This is an optimization exercise on Yosys and OpenROAD, whose aim is small area and a short achievable clock period, not a production implementation.
In this exercise RTL edits were held to simulation tests only and were not proved equivalent to the original.

==> flow/design.v (outline; a module is shown in full before it is edited, if it fits) <==
// module Integrator: 800 lines
// module Integrator_fa: 6 lines
// module Integrator_xnor1: 5 lines
// module Integrator_or1: 5 lines
// module Integrator_ha: 6 lines
// module Integrator_han: 6 lines
// module Integrator_xor: 5 lines
// module Integrator_maj: 5 lines
// module Integrator_mux: 5 lines
// module Integrator_aoi: 5 lines
// module Integrator_inv: 5 lines
// module Integrator_nand: 5 lines
// module Integrator_nor: 5 lines
// module Integrator_oai: 5 lines
// module Integrator_xnor: 5 lines
module Integrator
          (clk,
           reset,
           In,
           Out);
  // ...
==> flow/flow/run.sh <==
#!/bin/bash
# Layout flow: the standard synthesis and ORFS layout (standard.sh) with two
# changes to how the layout is made:
#  - the input and output ports get plain buffer cells (buffer_ports
#    -buffer_cell) instead of the delay cells buffer_ports picks by itself;
#  - clock tree synthesis adds no dummy loads (-dont_use_dummy_load); the
#    other CTS arguments are the ones ORFS builds from config.mk.
# Each step's full output goes to a log file here (ORFS keeps its own per-step
# logs under orfs/logs).
set -euo pipefail
export BUFFER_PORTS_ARGS="-buffer_cell sky130_fd_sc_hd__buf_2"
export CTS_ARGS="-sink_clustering_enable -repair_clock_nets -sink_clustering_size 30 -sink_clustering_max_diameter 100 -buf_list {sky130_fd_sc_hd__clkbuf_4 sky130_fd_sc_hd__clkbuf_8} -dont_use_dummy_load"
bash standard.sh synth > run_synth.log 2>&1
bash standard.sh > run_layout.log 2>&1
==> flow/standard.sh <==
#!/bin/bash
# synth_recipe.tcl (not shown) runs the flow's synth.tcl, then flattens the netlist and writes it again
# the make line also repeats each setting of config.mk as NAME=value (left out here)
make -C /OpenROAD-flow-scripts/flow DESIGN_CONFIG=/design/flow/config.mk WORK_HOME=/design/flow/orfs CLKGATE_MAP_FILE= SYNTH_SCRIPT=/design/flow/synth_recipe.tcl "${@:-finish}"
==> flow/config.mk <==
export PLATFORM = sky130hd
export DESIGN_NAME = Integrator
export DESIGN_NICKNAME = Integrator
export VERILOG_FILES = /design/flow/design.v
export SDC_FILE = /design/flow/constraint.sdc
export NUM_CORES = 4
export LEC_CHECK = 0
export CAP_MARGIN = 20
export CORE_MARGIN = 2
export CORE_UTILIZATION = 40
export CTS_BUF_LIST = sky130_fd_sc_hd__clkbuf_4 sky130_fd_sc_hd__clkbuf_8
export CTS_CLUSTER_DIAMETER = 100
export CTS_CLUSTER_SIZE = 30
export PLACE_DENSITY = 0.85
export SETUP_SLACK_MARGIN = 4
export SLEW_MARGIN = 20
export SYNTH_HIERARCHICAL = 1
export SYNTH_MINIMUM_KEEP_SIZE = 0
==> flow/constraint.sdc <==
create_clock -name core_clock -period 14.0 [get_ports {clk}]
set_input_delay 2.8000 -clock core_clock [delete_from_list [all_inputs] [get_ports {clk}]]
set_output_delay 2.8000 -clock core_clock [all_outputs]
set_load 0.01 [all_outputs]
==> run summary, run 1 <==
PortBufs=between 40 and 50; highest metal used=met4; GR Layer Usage met3=0.0332; Critical Path End Type=output pin; TAP cells=216; GRT busiest layer=met2; worst-path fanout max=4; Setup crit start=In[5]; Post-Synth XOR/XNOR Area=0.0636; Post-CTS Resized=0; Non-clk invs=54; post-synthesis cell type count=14; commonest non-fill, non-tap cell in the layout=fa_1; GR Util met1=0.199; number of synthesized flops with an enable pin=0; Syn Area/Cell=12.6 sq um; Synth Instances=just over 500; cell family with most CP delay=adder cells; RSZ-0062 raised after global routing=false; clock network share of area=0.0178; final cell count without fillers=765; num sequential=87; Die X=around 130 um; Non-CTS buffers=45; crit path DAT=6.64 ns; mux contribution to synthesized area=0; period utilisation layout=0.674; CTS Hold Bufs=0; most common cell in the netlist=fa_1; Initial Util=0.409; sequential share of cell area=0.314; Hold Crit Class=reg2reg; Min Clock Period, post-route=9.44 ns; status=complete, no violations; combinational family with the most area after synthesis=adder cells; synth top area cells=fa_1 40%, dfrtp_1 34%, xor2_1 5.1%; biggest regs=y1 x22, y2 x22
==> inputs of run 2 (changes only) <==
--- a/flow/flow/run.sh
+++ b/flow/flow/run.sh
@@ -1,4 +1,4 @@
 #!/bin/bash
-# Layout flow: the standard synthesis and ORFS layout (standard.sh) with two
-# changes to how the layout is made:
+# Layout flow: the standard synthesis and ORFS layout (standard.sh) with
+# these changes to how the layout is made:
 #  - the input and output ports get plain buffer cells (buffer_ports
@@ -6,3 +6,6 @@
 #  - clock tree synthesis adds no dummy loads (-dont_use_dummy_load); the
-#    other CTS arguments are the ones ORFS builds from config.mk.
+#    other CTS arguments are the ones ORFS builds from config.mk;
+#  - between synthesis and floorplan, resize.tcl sizes a few gates by the
+#    synthesized netlist's timing (and-or-invert gates off the critical paths
+#    down, inverters and gates with several loads on them up); registers untouched.
 # Each step's full output goes to a log file here (ORFS keeps its own per-step
@@ -13,2 +16,8 @@
 bash standard.sh synth > run_synth.log 2>&1
+RESULTS="$PWD/orfs/results/$FLOW_PLATFORM/Integrator/base"
+# the liberty files the flow uses
+LIBS=$(make -s -C "$FLOW_HOME" DESIGN_CONFIG="$PWD/config.mk" WORK_HOME="$PWD/orfs" print-LIB_FILES 2>/dev/null | sed -n "s/^LIB_FILES: *//p" || true)
+[ -n "$LIBS" ] || LIBS="$FLOW_HOME/platforms/$FLOW_PLATFORM/lib/sky130_fd_sc_hd__tt_025C_1v80.lib"
+{ for l in $LIBS; do echo "read_liberty $l"; done; cat flow/resize.tcl; } > resize_run.tcl
+RESULTS="$RESULTS" openroad -no_init -exit resize_run.tcl > run_resize.log 2>&1
 bash standard.sh > run_layout.log 2>&1
==> flow/flow/resize.tcl (new file) <==
# Size a few gates by the synthesized netlist's timing (no wires yet):
# and-or-invert gates off the critical paths go to their smallest size, and
# inverters and two-input gates with several loads on the critical paths go
# one size up.
read_db $::env(RESULTS)/1_synth.odb
read_sdc $::env(RESULTS)/1_synth.sdc
set wns [expr {[sta::worst_slack_cmd max] * 1e9}]
set down 0
set up 0
# cell -> {bigger cell, minimum loads, slack window}
array set upsize {
  sky130_fd_sc_hd__inv_1    {sky130_fd_sc_hd__inv_2    2 0.3}
  sky130_fd_sc_hd__nor2_1   {sky130_fd_sc_hd__nor2_2   3 0.2}
  sky130_fd_sc_hd__nand2_1  {sky130_fd_sc_hd__nand2_2  3 0.2}
  sky130_fd_sc_hd__o21ai_1  {sky130_fd_sc_hd__o21ai_2  3 0.2}
}
foreach inst [get_cells -hierarchical *] {
  set ref [get_property $inst ref_name]
  set name [get_property $inst full_name]
  if {$ref eq "sky130_fd_sc_hd__a21oi_2"} {
    set s [get_property [get_pins $name/Y] slack_max]
    if {$s > $wns + 0.35} {
      replace_cell $inst [get_lib_cells */sky130_fd_sc_hd__a21oi_1]
      incr down
    }
  } elseif {[info exists upsize($ref)]} {
    lassign $upsize($ref) big minloads window
    set pin [get_pins $name/Y]
    set loads [llength [get_pins -of_objects [get_nets -of_objects $pin] -filter "direction==input"]]
    set s [get_property $pin slack_max]
    if {$loads >= $minloads && $s < $wns + $window} {
      replace_cell $inst [get_lib_cells */$big]
      incr up
    }
  }
}
puts "wns $wns: $down gates sized down, $up gates sized up"
write_db $::env(RESULTS)/1_synth.odb
==> run 2 against run 1 <==
Net effect: via count down 0.48%; area after synthesis is 0.58% lower; cell area shrank 0.54%; non-clock buffer count is the same; first-iteration DRC count down 6.7%; core utilization fell by 0.24 points.
==> run summary, run 2 <==
status=complete, no violations (unchanged); Via Count=3553 (was 3570); relative slew slack=0.475 (was 0.447); worst-path fanout max=4 (unchanged); leading cell types in the layout, fill and taps excluded=130 x fa_1, 87 x dfrtp_1, 58 x nor2_1 (unchanged); max incr delay on CP=0.57 ns (about the same); synth top area cells=fa_1 40%, dfrtp_1 34%, xor2_1 5.1% (unchanged); Adder-Cell Fraction of Synth Area=0.429 (unchanged); # clock sinks=87 (unchanged); most common cell in the netlist=fa_1 (unchanged); Post-CTS Resized=0 (unchanged); Hold Slack=0.347 ns (was 0.349 ns); Register Area=2180 sq um (unchanged); CP max stage cell=fa_1 (unchanged); final setup vio count=0 (unchanged); GPL Wtd Cong=0.829 (was 0.835); combinational family with the most area after synthesis=adder cells (unchanged); post-synthesis cell type count=14 (unchanged); Max Slew Vio Count=0 (unchanged); Slew @ Worst Pin=0.787 ns (was 0.830 ns); Syn Area/Cell=12.5 sq um (was 12.6 sq um); WP data required=11.20 ns (about the same); RSZ-0062 raised after global routing=false (unchanged); most frequent cells after synthesis=130 x fa_1, 87 x dfrtp_1, 58 x nor2_1 (unchanged); global-route wire length before repair=20800 um (was 21100 um); worst-path cell chain=buf_2 > inv_2 > fa_1 > fa_1 > fa_1 > fa_1 > nor2_1 > nor2_1 > nand2_1 > o21ai_1 > a21oi_2 > o21ai_1 > inv_1 > o21ai_1 > xor2_1 > buf_2 (was buf_2 > inv_1 > fa_1 > fa_1 > fa_1 > fa_1 > nor2_1 > nor2_1 > nand2_1 > nor2_1 > a21oi_2 > o21ai_1 > inv_1 > o21ai_1 > xor2_1 > buf_2); clk_skew=0.0277 ns (was 0.0306 ns); Critical Path End Type=output pin (unchanged); ANT nets after route=0 (unchanged); f_max=0.107 GHz (was 0.106 GHz); Initial Util=0.407 (was 0.409); DR pass1 iterations=4 (unchanged); Synth Cell Area=6440 sq um (was 6480 sq um); final hold violations=0 (unchanged); fillers=1387 (was 1391); CTS Root Buffer Type=clkbuf_8 (unchanged); largest net degree at the start of global routing=88 (unchanged); core area=15800 sq um (unchanged); yosys warns=7 (unchanged); synth-to-layout area growth=7.21% (was 7.17%); top-area cell type share of the netlist area=0.402 (unchanged); sequential-to-total area share from yosys stat=0.336 (unchanged); Synth Instances=516 (unchanged); routed wire length=12200 um (was 12100 um); Post-DP HPWL=10400 um (was 10200 um); period utilisation layout=0.670 (was 0.674); commonest non-fill, non-tap cell in the layout=fa_1 (unchanged); wire per inst=16.0 um (was 15.8 um); Yosys top cell by area=fa_1 (unchanged); number of synthesized flops with an enable pin=0 (unchanged); Max Buffers Root-to-Sink=2 (unchanged); crit path DAT=6.58 ns (was 6.64 ns); vias in the first global route=4080 (was 4224); top_reg_cell synth=dfrtp_1 (unchanged); Avg Vias per Cell=4.64 (was 4.67); CTS Hold Bufs=0 (unchanged); Min Clock Period, post-route=9.38 ns (was 9.44 ns); Setup CP Type=in2out (unchanged); max-cap violations=0 (unchanged); ys async rst share=1.00 (unchanged); Compound-Gate Fraction of Synth Area=0.0487 (unchanged); H-tree depth=3 (unchanged); Hold Crit Class=reg2reg (unchanged); die area=17100 sq um (was 17200 sq um); area of the multi-input gates=3890 sq um (was 3930 sq um); Yosys chip area=around 6500 sq um; most used cell, CP=fa_1 (unchanged); GRT Residual Overflow=0 (unchanged); final net count=718 (unchanged); initial antenna violation count=1 (unchanged); global-route usage over all layers=0.163 (was 0.157); Yosys reg bits=87 (unchanged); layout cells sized above 1=0.137 (was 0.130); initial DRC count=180 (was 193); # rows=46 (unchanged); Post-Synth XOR/XNOR Area=0.0636 (unchanged); Die X=131 um (about the same); clock-pin slew on the worst setup and hold paths=0.06 ns (about the same); # IOs=46 (unchanged); DRC errors left=0 (unchanged); mux contribution to synthesized area=0 (unchanged); Num CTS Buffers=9 (unchanged); critical path startpoint category=primary input (unchanged); Clk Latency, worst-skew pair=0.38 ns (was 0.37 ns); TritonCTS clock tree=done (unchanged); Post-Syn Nets=684 (unchanged); Post-Synth Simple-Gate Area=0.0661 (unchanged); setup TNS=0 ns (unchanged); Die Span Y=131 um (about the same); biggest regs=y1 x22, y2 x22 (unchanged); Post CTS Setup Buffer Count=0 (unchanged); PortBufs=44 (unchanged)
-- run 2: layout make-up --
class,count,area share
sequential,87,0.315
clock buffer,9,0.0179
antenna,1,0.000362
inverter,54,0.0295
tap,216,0.0391
multi-input combinational,353,0.564
timing repair buffer,45,0.0335
-- run 2: per-module statistics from Yosys, one instance, submodules excluded --
module,cell area [sq um],copies in the design,flops+latches,cells
Integrator,2560,1,87,161
Integrator_aoi,8.76,16,0,1
Integrator_fa,20.0,130,0,1
Integrator_ha,12.5,13,0,1
Integrator_inv,3.75,8,0,1
Integrator_nand,3.75,48,0,1
Integrator_nor,3.75,57,0,1
Integrator_oai,5.00,35,0,1
Integrator_or1,6.26,3,0,1
Integrator_xnor,8.76,4,0,1
Integrator_xnor1,8.76,3,0,1
Integrator_xor,8.76,38,0,1
-- run 2: path summary, 6_finish.rpt --
check | startpoint | endpoint | slack, ns | cells after the start
worst min register to register | y1[12]$_DFF_PP0_ | y2[12]$_DFF_PP0_ | 0.35 | 0
max in group asynchronous | reset | x1[11]$_DFF_PP0_ | 10.82 | 3
min in group asynchronous | reset | x1[3]$_DFF_PP0_ | 2.64 | 3
worst max register to register | x1[1]$_DFF_PP0_ | v[15]$_DFF_PP0_ | 7.63 | 17
worst max-delay path | In[5] | Out[21] | 4.62 | 16
worst min-delay path | y1[12]$_DFF_PP0_ | y2[12]$_DFF_PP0_ | 0.35 | 0
-- run 2: critical path: cells and delay by family --
family                   cells  cell delay, ns
AO/OA/AOI/OAI                4            0.64
XOR/XNOR                     1            0.20
adder cells (fa/ha/maj)      4            2.08
buffers and inverters        4            0.52
AND/OR/NAND/NOR              3            0.35
-- run 2: cells by family (layout without fill, tap and decap cells) --
family | count (synthesis) | in the layout
adders and majority gates | 144 | 144
xor gates and xnor gates | 47 | 47
buffers and inverters | 76 | 108
DFF | 87 | 87
and+or+nand+nor | 111 | 111
AOI/OAI and AO/OA | 51 | 51
other | 0 | 1
-- run 2: routing by layer --
layer	global-route usage	routed length (um)	up-vias
met1	0.213	5120	1830
met5	0	0	-
li1	-	-	1613
met3	0.0334	512	27
met2	0.271	6230	83
met4	0.0651	348	0
-- run 2: per-stage QoR --
step / std cells / util / cell area [sq um] / worst slack (ns)
2_1_floorplan: 516 / - / 6440 / 5.14
3_3_place_gp: 755 / 0.428 / 6770 / 4.71
3_5_place_dp: 755 / 0.428 / 6770 / 4.61
4_1_cts: 764 / 0.436 / 6900 / 4.59
5_1_grt: 765 / 0.436 / 6900 / 4.31
6_report: 765 / 0.436 / 6900 / 4.62
==> inputs of run 3 (changes only) <==
--- a/flow/flow/resize.tcl
+++ b/flow/flow/resize.tcl
@@ -11,6 +11,6 @@
 array set upsize {
-  sky130_fd_sc_hd__inv_1    {sky130_fd_sc_hd__inv_2    2 0.3}
+  sky130_fd_sc_hd__inv_1    {sky130_fd_sc_hd__inv_2    2 0.5}
   sky130_fd_sc_hd__nor2_1   {sky130_fd_sc_hd__nor2_2   3 0.2}
   sky130_fd_sc_hd__nand2_1  {sky130_fd_sc_hd__nand2_2  3 0.2}
-  sky130_fd_sc_hd__o21ai_1  {sky130_fd_sc_hd__o21ai_2  3 0.2}
+  sky130_fd_sc_hd__o21ai_1  {sky130_fd_sc_hd__o21ai_2  2 0.3}
 }
==> run 3 against run 2 <==
Net effect: register-to-register slack better by 0.03 ns; still clean; synthesized cell count unchanged; via count is 0.51% higher; highest routed layer unchanged; global-route usage is essentially flat; first-iteration DRC count decreased by 15%; area after synthesis increased by 0.23%; critical path type unchanged; sequential share of layout area fell by 0.057 points; count of clock-buffer cells in the layout unchanged.
==> run summary, run 3 <==
Post-Syn Nets=684 (unchanged); Clk Latency, worst-skew pair=0.38 ns (about the same); setup TNS=0 ns (unchanged); Post CTS Setup Buffer Count=0 (unchanged); vias in the first global route=4161 (was 4080); synth top area cells=fa_1 40%, dfrtp_1 34%, xor2_1 5.1% (unchanged); commonest non-fill, non-tap cell in the layout=fa_1 (unchanged); combinational family with the most area after synthesis=adder cells (unchanged); clock-pin slew on the worst setup and hold paths=0.06 ns (about the same); final net count=718 (unchanged); Die Span Y=131 um (about the same); ys async rst share=1.00 (unchanged); Initial Util=0.408 (was 0.407); Max Slew Vio Count=0 (unchanged); Hold Crit Class=reg2reg (unchanged); Avg Vias per Cell=4.67 (was 4.64); max-cap violations=0 (unchanged); DR pass1 iterations=4 (unchanged); H-tree depth=3 (unchanged); most frequent cells after synthesis=130 x fa_1, 87 x dfrtp_1, 58 x nor2_1 (unchanged); Adder-Cell Fraction of Synth Area=0.429 (unchanged); most common cell in the netlist=fa_1 (unchanged); clk_skew=0.0326 ns (was 0.0277 ns); # clock sinks=87 (unchanged); DRC errors left=0 (unchanged); f_max=0.107 GHz (about the same); # IOs=46 (unchanged); Hold Slack=0.347 ns (about the same); Syn Area/Cell=12.5 sq um (about the same); final hold violations=0 (unchanged); mux contribution to synthesized area=0 (unchanged); core area=15800 sq um (unchanged); Yosys reg bits=87 (unchanged); max incr delay on CP=0.58 ns (was 0.57 ns); PortBufs=44 (unchanged); initial DRC count=153 (was 180); Post-DP HPWL=10200 um (was 10400 um); yosys warns=7 (unchanged); TritonCTS clock tree=done (unchanged); global-route usage over all layers=0.164 (was 0.163); routed wire length=12100 um (was 12200 um); sequential-to-total area share from yosys stat=0.336 (unchanged); Compound-Gate Fraction of Synth Area=0.0487 (unchanged); RSZ-0062 raised after global routing=false (unchanged); CTS Hold Bufs=0 (unchanged); Via Count=3571 (was 3553); ANT nets after route=0 (unchanged); Critical Path End Type=output pin (unchanged); top_reg_cell synth=dfrtp_1 (unchanged); Min Clock Period, post-route=9.35 ns (was 9.38 ns); die area=17200 sq um (was 17100 sq um); final setup vio count=0 (unchanged); Yosys top cell by area=fa_1 (unchanged); Post-Synth Simple-Gate Area=0.0661 (unchanged); Synth Cell Area=6450 sq um (was 6440 sq um); relative slew slack=0.464 (was 0.475); FF-to-FF path depth=17 (unchanged); # rows=46 (unchanged); post-synthesis cell type count=14 (unchanged); period utilisation layout=0.668 (was 0.670); layout cells sized above 1=0.157 (was 0.137); number of synthesized flops with an enable pin=0 (unchanged); CP max stage cell=fa_1 (unchanged); critical path startpoint category=primary input (unchanged); WP data required=11.20 ns (about the same); status=complete, no violations (unchanged); Die X=131 um (about the same); GPL Wtd Cong=0.822 (was 0.829); wire per inst=15.8 um (was 16.0 um); leading cell types in the layout, fill and taps excluded=130 x fa_1, 87 x dfrtp_1, 58 x nor2_1 (unchanged); crit path DAT=6.55 ns (was 6.58 ns); Post-Synth XOR/XNOR Area=0.0636 (unchanged); Yosys chip area=6480 sq um (unchanged); biggest regs=y1 x22, y2 x22 (unchanged); GRT Residual Overflow=0 (unchanged); hold path cells=0 (unchanged); fillers=1430 (was 1387); Slew @ Worst Pin=0.803 ns (was 0.787 ns); initial antenna violation count=0 (was 1); Setup CP Type=in2out (unchanged); synth-to-layout area growth=7.15% (was 7.21%); Num CTS Buffers=9 (unchanged); most used cell, CP=fa_1 (unchanged); worst-path cell chain=buf_2 > inv_2 > fa_1 > fa_1 > fa_1 > fa_1 > nor2_1 > nor2_1 > a21oi_2 > o21ai_1 > a21oi_2 > inv_2 > a21oi_2 > o21ai_1 > xor2_1 > buf_2 (was buf_2 > inv_2 > fa_1 > fa_1 > fa_1 > fa_1 > nor2_1 > nor2_1 > nand2_1 > o21ai_1 > a21oi_2 > o21ai_1 > inv_1 > o21ai_1 > xor2_1 > buf_2); top-area cell type share of the netlist area=0.402 (unchanged); worst-path fanout max=4 (unchanged); Synth Instances=516 (unchanged); largest net degree at the start of global routing=88 (unchanged); ant diodes=0 (was 1); Max Buffers Root-to-Sink=2 (unchanged); Post-CTS Resized=0 (unchanged); global-route wire length before repair=20900 um (was 20800 um); CTS Root Buffer Type=clkbuf_8 (unchanged)
==> run 3: Yosys stat by module (local to each module, per instance), a selection <==
module / flip-flops and latches / area, sq um
Integrator_or1: 0 / 6.26
Integrator_xnor1: 0 / 8.76
Integrator: 87 / 2560
Integrator_xnor: 0 / 8.76
Integrator_fa: 0 / 20.0
Integrator_nor: 0 / 3.75
Integrator_ha: 0 / 12.5
==> run 3: kinds of logic after synthesis <==
family | Yosys count
compound gates | 51
xor+xnor | 47
buf+inv | 76
flops | 87
fa+ha+maj | 144
simple gates | 111
==> run 3: worst paths after layout <==
check | from | end | slack (ns)
max | In[2] | Out[19] | 4.65
min | y1[11]$_DFF_PP0_ | y2[11]$_DFF_PP0_ | 0.35
max reg2reg | x1[1]$_DFF_PP0_ | v[15]$_DFF_PP0_ | 7.66
min reg2reg | y1[11]$_DFF_PP0_ | y2[11]$_DFF_PP0_ | 0.35
max in group asynchronous | reset | y2[11]$_DFF_PP0_ | 10.79
min in group asynchronous | reset | y1[9]$_DFF_PP0_ | 2.61
==> run 3: routing by layer <==
| metal | vias up | GRT usage | wire length, um |
|---|---|---|---|
| li1 | 1615 | - | - |
| met1 | 1858 | 0.212 | 5150 |
| met2 | 77 | 0.276 | 6300 |
| met3 | 21 | 0.0403 | 435 |
| met4 | 0 | 0.0457 | 206 |
| met5 | - | 0 | 0 |
==> run 3: stage by stage <==
| step | std cells | cell area (sq um) | util | worst slack, ns |
|---|---|---|---|---|
| after floorplan | 516 | 6450 | - | 5.17 |
| after global placement | 755 | 6790 | 0.429 | 4.73 |
| after detailed placement | 755 | 6790 | 0.429 | 4.67 |
| after CTS | 764 | 6910 | 0.437 | 4.64 |
| after global routing | 764 | 6920 | 0.437 | 4.36 |
| final | 764 | 6920 | 0.437 | 4.65 |
==> run 3: cell type report <==
cell class	count	area (sq um)	area share
multi-input cells	353	3910	0.565
flip-flops and latches	87	2180	0.315
well taps	216	270	0.0391
repair buffers	45	231	0.0335
inverters	54	204	0.0295
clock buffers	9	124	0.0179
==> run 3: worst max-delay path, delay by kind of cell <==
family	cells	cell delay [ns]
fa+ha+maj	4	2.01
simple gates	2	0.25
compound gates	5	0.80
xor+xnor	1	0.21
buf+inv	4	0.48
==> inputs of run 4 (changes only) <==
--- a/flow/flow/run.sh
+++ b/flow/flow/run.sh
@@ -9,3 +9,3 @@
 #    synthesized netlist's timing (and-or-invert gates off the critical paths
-#    down, inverters and gates with several loads on them up); registers untouched.
+#    down, inverters with three or more loads on them up); registers untouched.
 # Each step's full output goes to a log file here (ORFS keeps its own per-step
==> flow/flow/resize.tcl (replaced) <==
# Size a few gates by the synthesized netlist's timing (no wires yet):
# and-or-invert gates off the critical paths go to their smallest size, and
# inverters with three or more loads on the critical paths go one size up.
read_db $::env(RESULTS)/1_synth.odb
read_sdc $::env(RESULTS)/1_synth.sdc
set wns [sta::worst_slack_cmd max]
set down 0
set up 0
foreach inst [get_cells -hierarchical *] {
  set ref [get_property $inst ref_name]
  set name [get_property $inst full_name]
  if {$ref eq "sky130_fd_sc_hd__a21oi_2"} {
    set s [get_property [get_pins $name/Y] slack_max]
    if {$s > $wns * 1e9 + 0.35} {
      replace_cell $inst [get_lib_cells */sky130_fd_sc_hd__a21oi_1]
      incr down
    }
  } elseif {$ref eq "sky130_fd_sc_hd__inv_1"} {
    set pin [get_pins $name/Y]
    set loads [llength [get_pins -of_objects [get_nets -of_objects $pin] -filter "direction==input"]]
    set s [get_property $pin slack_max]
    if {$loads >= 3 && $s < $wns * 1e9 + 0.2} {
      replace_cell $inst [get_lib_cells */sky130_fd_sc_hd__inv_2]
      incr up
    }
  }
}
puts "wns $wns: $down gates sized down, $up inverters sized up"
write_db $::env(RESULTS)/1_synth.odb
==> run 4 against run 3 <==
Net effect: non-clock buffer count is the same; register-to-register slack lost 0.05 ns; setup slack gained 0.025 ns; cell count grew 0.13%; first-iteration DRC count shrank 16%; area after synthesis shrank 0.23%.
==> run summary, run 4 <==
Post CTS Setup Buffer Count=0 (unchanged); layout cells sized above 1=0.133 (was 0.157); routed wire length=11800 um (was 12100 um); max-cap violations=0 (unchanged); Syn Area/Cell=12.5 sq um (about the same); leading cell types in the layout, fill and taps excluded=130 x fa_1, 87 x dfrtp_1, 58 x nor2_1 (unchanged); Die Span Y=131 um (about the same); Avg Vias per Cell=4.60 (was 4.67); Slew @ Worst Pin=0.780 ns (was 0.803 ns); clk_skew=0.0256 ns (was 0.0326 ns); ANT nets after route=0 (unchanged); commonest non-fill, non-tap cell in the layout=fa_1 (unchanged); Min Clock Period, post-route=9.33 ns (was 9.35 ns); worst-path fanout max=4 (unchanged); initial DRC count=129 (was 153); ys async rst share=1.00 (unchanged); synth-to-layout area growth=7.21% (was 7.15%); Clk Latency, worst-skew pair=0.37 ns (was 0.38 ns); CTS Root Buffer Type=clkbuf_8 (unchanged); vias in the first global route=4094 (was 4161); worst-path cell chain=buf_2 > inv_2 > fa_1 > fa_1 > fa_1 > fa_1 > nand2_1 > o21ai_1 > a21oi_2 > o21ai_1 > a21oi_2 > o21ai_1 > inv_1 > o21ai_1 > xor2_1 > buf_2 (was buf_2 > inv_2 > fa_1 > fa_1 > fa_1 > fa_1 > nor2_1 > nor2_1 > a21oi_2 > o21ai_1 > a21oi_2 > inv_2 > a21oi_2 > o21ai_1 > xor2_1 > buf_2); clock-pin slew on the worst setup and hold paths=0.06 ns (about the same); area of the multi-input gates=3890 sq um (was 3910 sq um); top_reg_cell synth=dfrtp_1 (unchanged); Setup CP Type=in2out (unchanged); RSZ-0062 raised after global routing=false (unchanged); Yosys chip area=6480 sq um (unchanged); most common cell in the netlist=fa_1 (unchanged); initial antenna violation count=1 (was 0); status=complete, no violations (unchanged); most frequent cells after synthesis=130 x fa_1, 87 x dfrtp_1, 58 x nor2_1 (unchanged); fillers=1378 (was 1430); PortBufs=44 (unchanged); sequential-to-total area share from yosys stat=0.336 (unchanged); final setup vio count=0 (unchanged); Max Slew Vio Count=0 (unchanged); Final WS setup=4.67 ns (was 4.65 ns); GRT Residual Overflow=0 (unchanged); DR pass1 iterations=4 (unchanged); Die X=131 um (about the same); # rows=46 (unchanged); hold path cells=0 (unchanged); WP buf/inv=4 (unchanged); period utilisation layout=0.666 (was 0.668); Initial Util=0.407 (was 0.408); CP Depth=16 (unchanged); global-route wire length before repair=19800 um (was 20900 um); setup TNS=0 ns (unchanged); # IOs=46 (unchanged); Post-DP HPWL=9910 um (was 10200 um); Max Buffers Root-to-Sink=2 (unchanged); Yosys top cell by area=fa_1 (unchanged); yosys warns=7 (unchanged); global-route usage over all layers=0.155 (was 0.164); # clock sinks=87 (unchanged); largest net degree at the start of global routing=88 (unchanged); DRC errors left=0 (unchanged); Post-Syn Nets=684 (unchanged); Critical Path End Type=output pin (unchanged); Hold Crit Class=reg2reg (unchanged); worst slack at placement=4.68 ns (was 4.67 ns); Synth Cell Area=6440 sq um (was 6450 sq um); WP data required=11.20 ns (about the same); CTS Hold Bufs=0 (unchanged); H-tree depth=3 (unchanged); max incr delay on CP=0.57 ns (was 0.58 ns); CP max stage cell=fa_1 (unchanged); Reg2Reg Setup Slack=7.61 ns (was 7.66 ns); relative slew slack=0.480 (was 0.464); final net count=718 (unchanged); number of synthesized flops with an enable pin=0 (unchanged); Register Area=2180 sq um (unchanged); Synth Instances=516 (unchanged); synth top area cells=fa_1 40%, dfrtp_1 34%, xor2_1 5.1% (unchanged); Num CTS Buffers=9 (unchanged); FF-to-FF path depth=17 (unchanged); Via Count=3520 (was 3571); top-area cell type share of the netlist area=0.402 (unchanged); final hold violations=0 (unchanged); Yosys reg bits=87 (unchanged); TritonCTS clock tree=done (unchanged); f_max=0.107 GHz (about the same); critical path startpoint category=primary input (unchanged); Post-CTS Resized=0 (unchanged); cell family with most CP delay=adder cells (unchanged); post-synthesis cell type count=14 (unchanged); crit path DAT=6.53 ns (was 6.55 ns); core area=15800 sq um (unchanged); GPL Wtd Cong=0.827 (was 0.822); biggest regs=y1 x22, y2 x22 (unchanged); die area=17100 sq um (was 17200 sq um); wire per inst=15.4 um (was 15.8 um)
-- run 4: cell counts after synthesis --
Identical to the previous run, type by type.
-- run 4: final cells by class --
class / count / share of cell area
antenna: 1 / 0.000362
clock buffer: 9 / 0.0179
inverter: 54 / 0.0295
multi-input combinational: 353 / 0.564
sequential: 87 / 0.315
tap: 216 / 0.0391
timing repair buffer: 45 / 0.0335
-- run 4: through the flow --
stage | hold slack, ns | area (sq um) | util | cells
after floorplan | 0.331 | 6440 | - | 516
after global placement | 0.332 | 6770 | 0.428 | 755
after detailed placement | 0.335 | 6770 | 0.428 | 755
after CTS | 0.349 | 6900 | 0.436 | 764
after global routing | 0.354 | 6900 | 0.436 | 765
final | 0.348 | 6900 | 0.436 | 765
-- run 4: logic make-up (layout without fill, tap and decap cells) --
family / count (synthesis) / after routing / share of synthesized area
and+or+nand+nor: 111 / 111 / 0.0661
adders and majority gates: 144 / 144 / 0.429
DFF: 87 / 87 / 0.336
other: 0 / 1 / 0
AOI/OAI and AO/OA: 51 / 51 / 0.0487
buffers and inverters: 76 / 108 / 0.0568
xor gates and xnor gates: 47 / 47 / 0.0636
-- run 4: path summary, 6_finish.rpt --
| path | start | to |
|---|---|---|
| min in group asynchronous | reset | v[5]$_DFF_PP0_ |
| max | In[5] | Out[21] |
| min | y1[12]$_DFF_PP0_ | y2[12]$_DFF_PP0_ |
| min reg2reg | y1[12]$_DFF_PP0_ | y2[12]$_DFF_PP0_ |
| max in group asynchronous | reset | x1[16]$_DFF_PP0_ |
| max reg2reg | x1[1]$_DFF_PP0_ | v[15]$_DFF_PP0_ |
-- run 4: Yosys stat by module (local to each module, per instance), excerpt --
| module | flip-flops and latches | times used | cells inside |
|---|---|---|---|
| Integrator_xor | 0 | 38 | 1 |
| Integrator_xnor | 0 | 4 | 1 |
| Integrator_oai | 0 | 35 | 1 |
| Integrator_inv | 0 | 8 | 1 |
| Integrator_aoi | 0 | 16 | 1 |
| Integrator | 87 | 1 | 161 |
| Integrator_nor | 0 | 57 | 1 |
| Integrator_fa | 0 | 130 | 1 |
| Integrator_nand | 0 | 48 | 1 |
| Integrator_xnor1 | 0 | 3 | 1 |
-- run 4: worst register-to-register path, cell delays in order, from the launching register on --
cell and delay, ns:
dfrtp_1 0.41, inv_1 0.07, ha_1 0.13, inv_1 0.05
fa_1 0.37, fa_1 0.42, fa_1 0.39, fa_1 0.38
fa_1 0.40, fa_1 0.39, fa_1 0.41, fa_1 0.40
fa_1 0.41, fa_1 0.42, fa_1 0.40, fa_1 0.39
fa_1 0.39, fa_1 0.44
-- run 4: per-layer routing --
| layer | GRT usage | vias up | part of all wire | wire (um) |
|---|---|---|---|---|
| met2 | 0.252 | 64 | 0.51 | 6020 |
| met3 | 0.0387 | 22 | 0.033 | 389 |
| met4 | 0.0663 | 0 | 0.027 | 314 |
| met5 | 0 | - | 0 | 0 |
| met1 | 0.202 | 1817 | 0.43 | 5070 |
| li1 | - | 1617 | - | - |

## what the ideal ports hide
Ports are ideal in the flow. The routed layouts listed here were re-timed in OpenROAD. Step 1 assumes that a clkbuf_16 drives the clock port and a buf_2 every other input. Step 2 also shifts input and output timing later by t, the mid clock arrival at the registers, as if the neighbouring blocks saw the same clock. Slacks: ideal / step 1 / step 2; pairs: ideal / step 1.
run	shift t [ns]	slack for setup (ns)	worst setup path after step 2
run 1	0.386	4.564 / 4.543 / 4.543	input to output
run 2	0.397	4.617 / 4.587 / 4.587	input to output
run 3	0.395	4.646 / 4.613 / 4.613	input to output
run 4	0.396	4.671 / 4.644 / 4.644	input to output
After both steps every run listed still meets setup and hold. The setup slack of run 3, which loses most, moves by -0.033 ns with the drivers and by -0.033 ns with both steps.
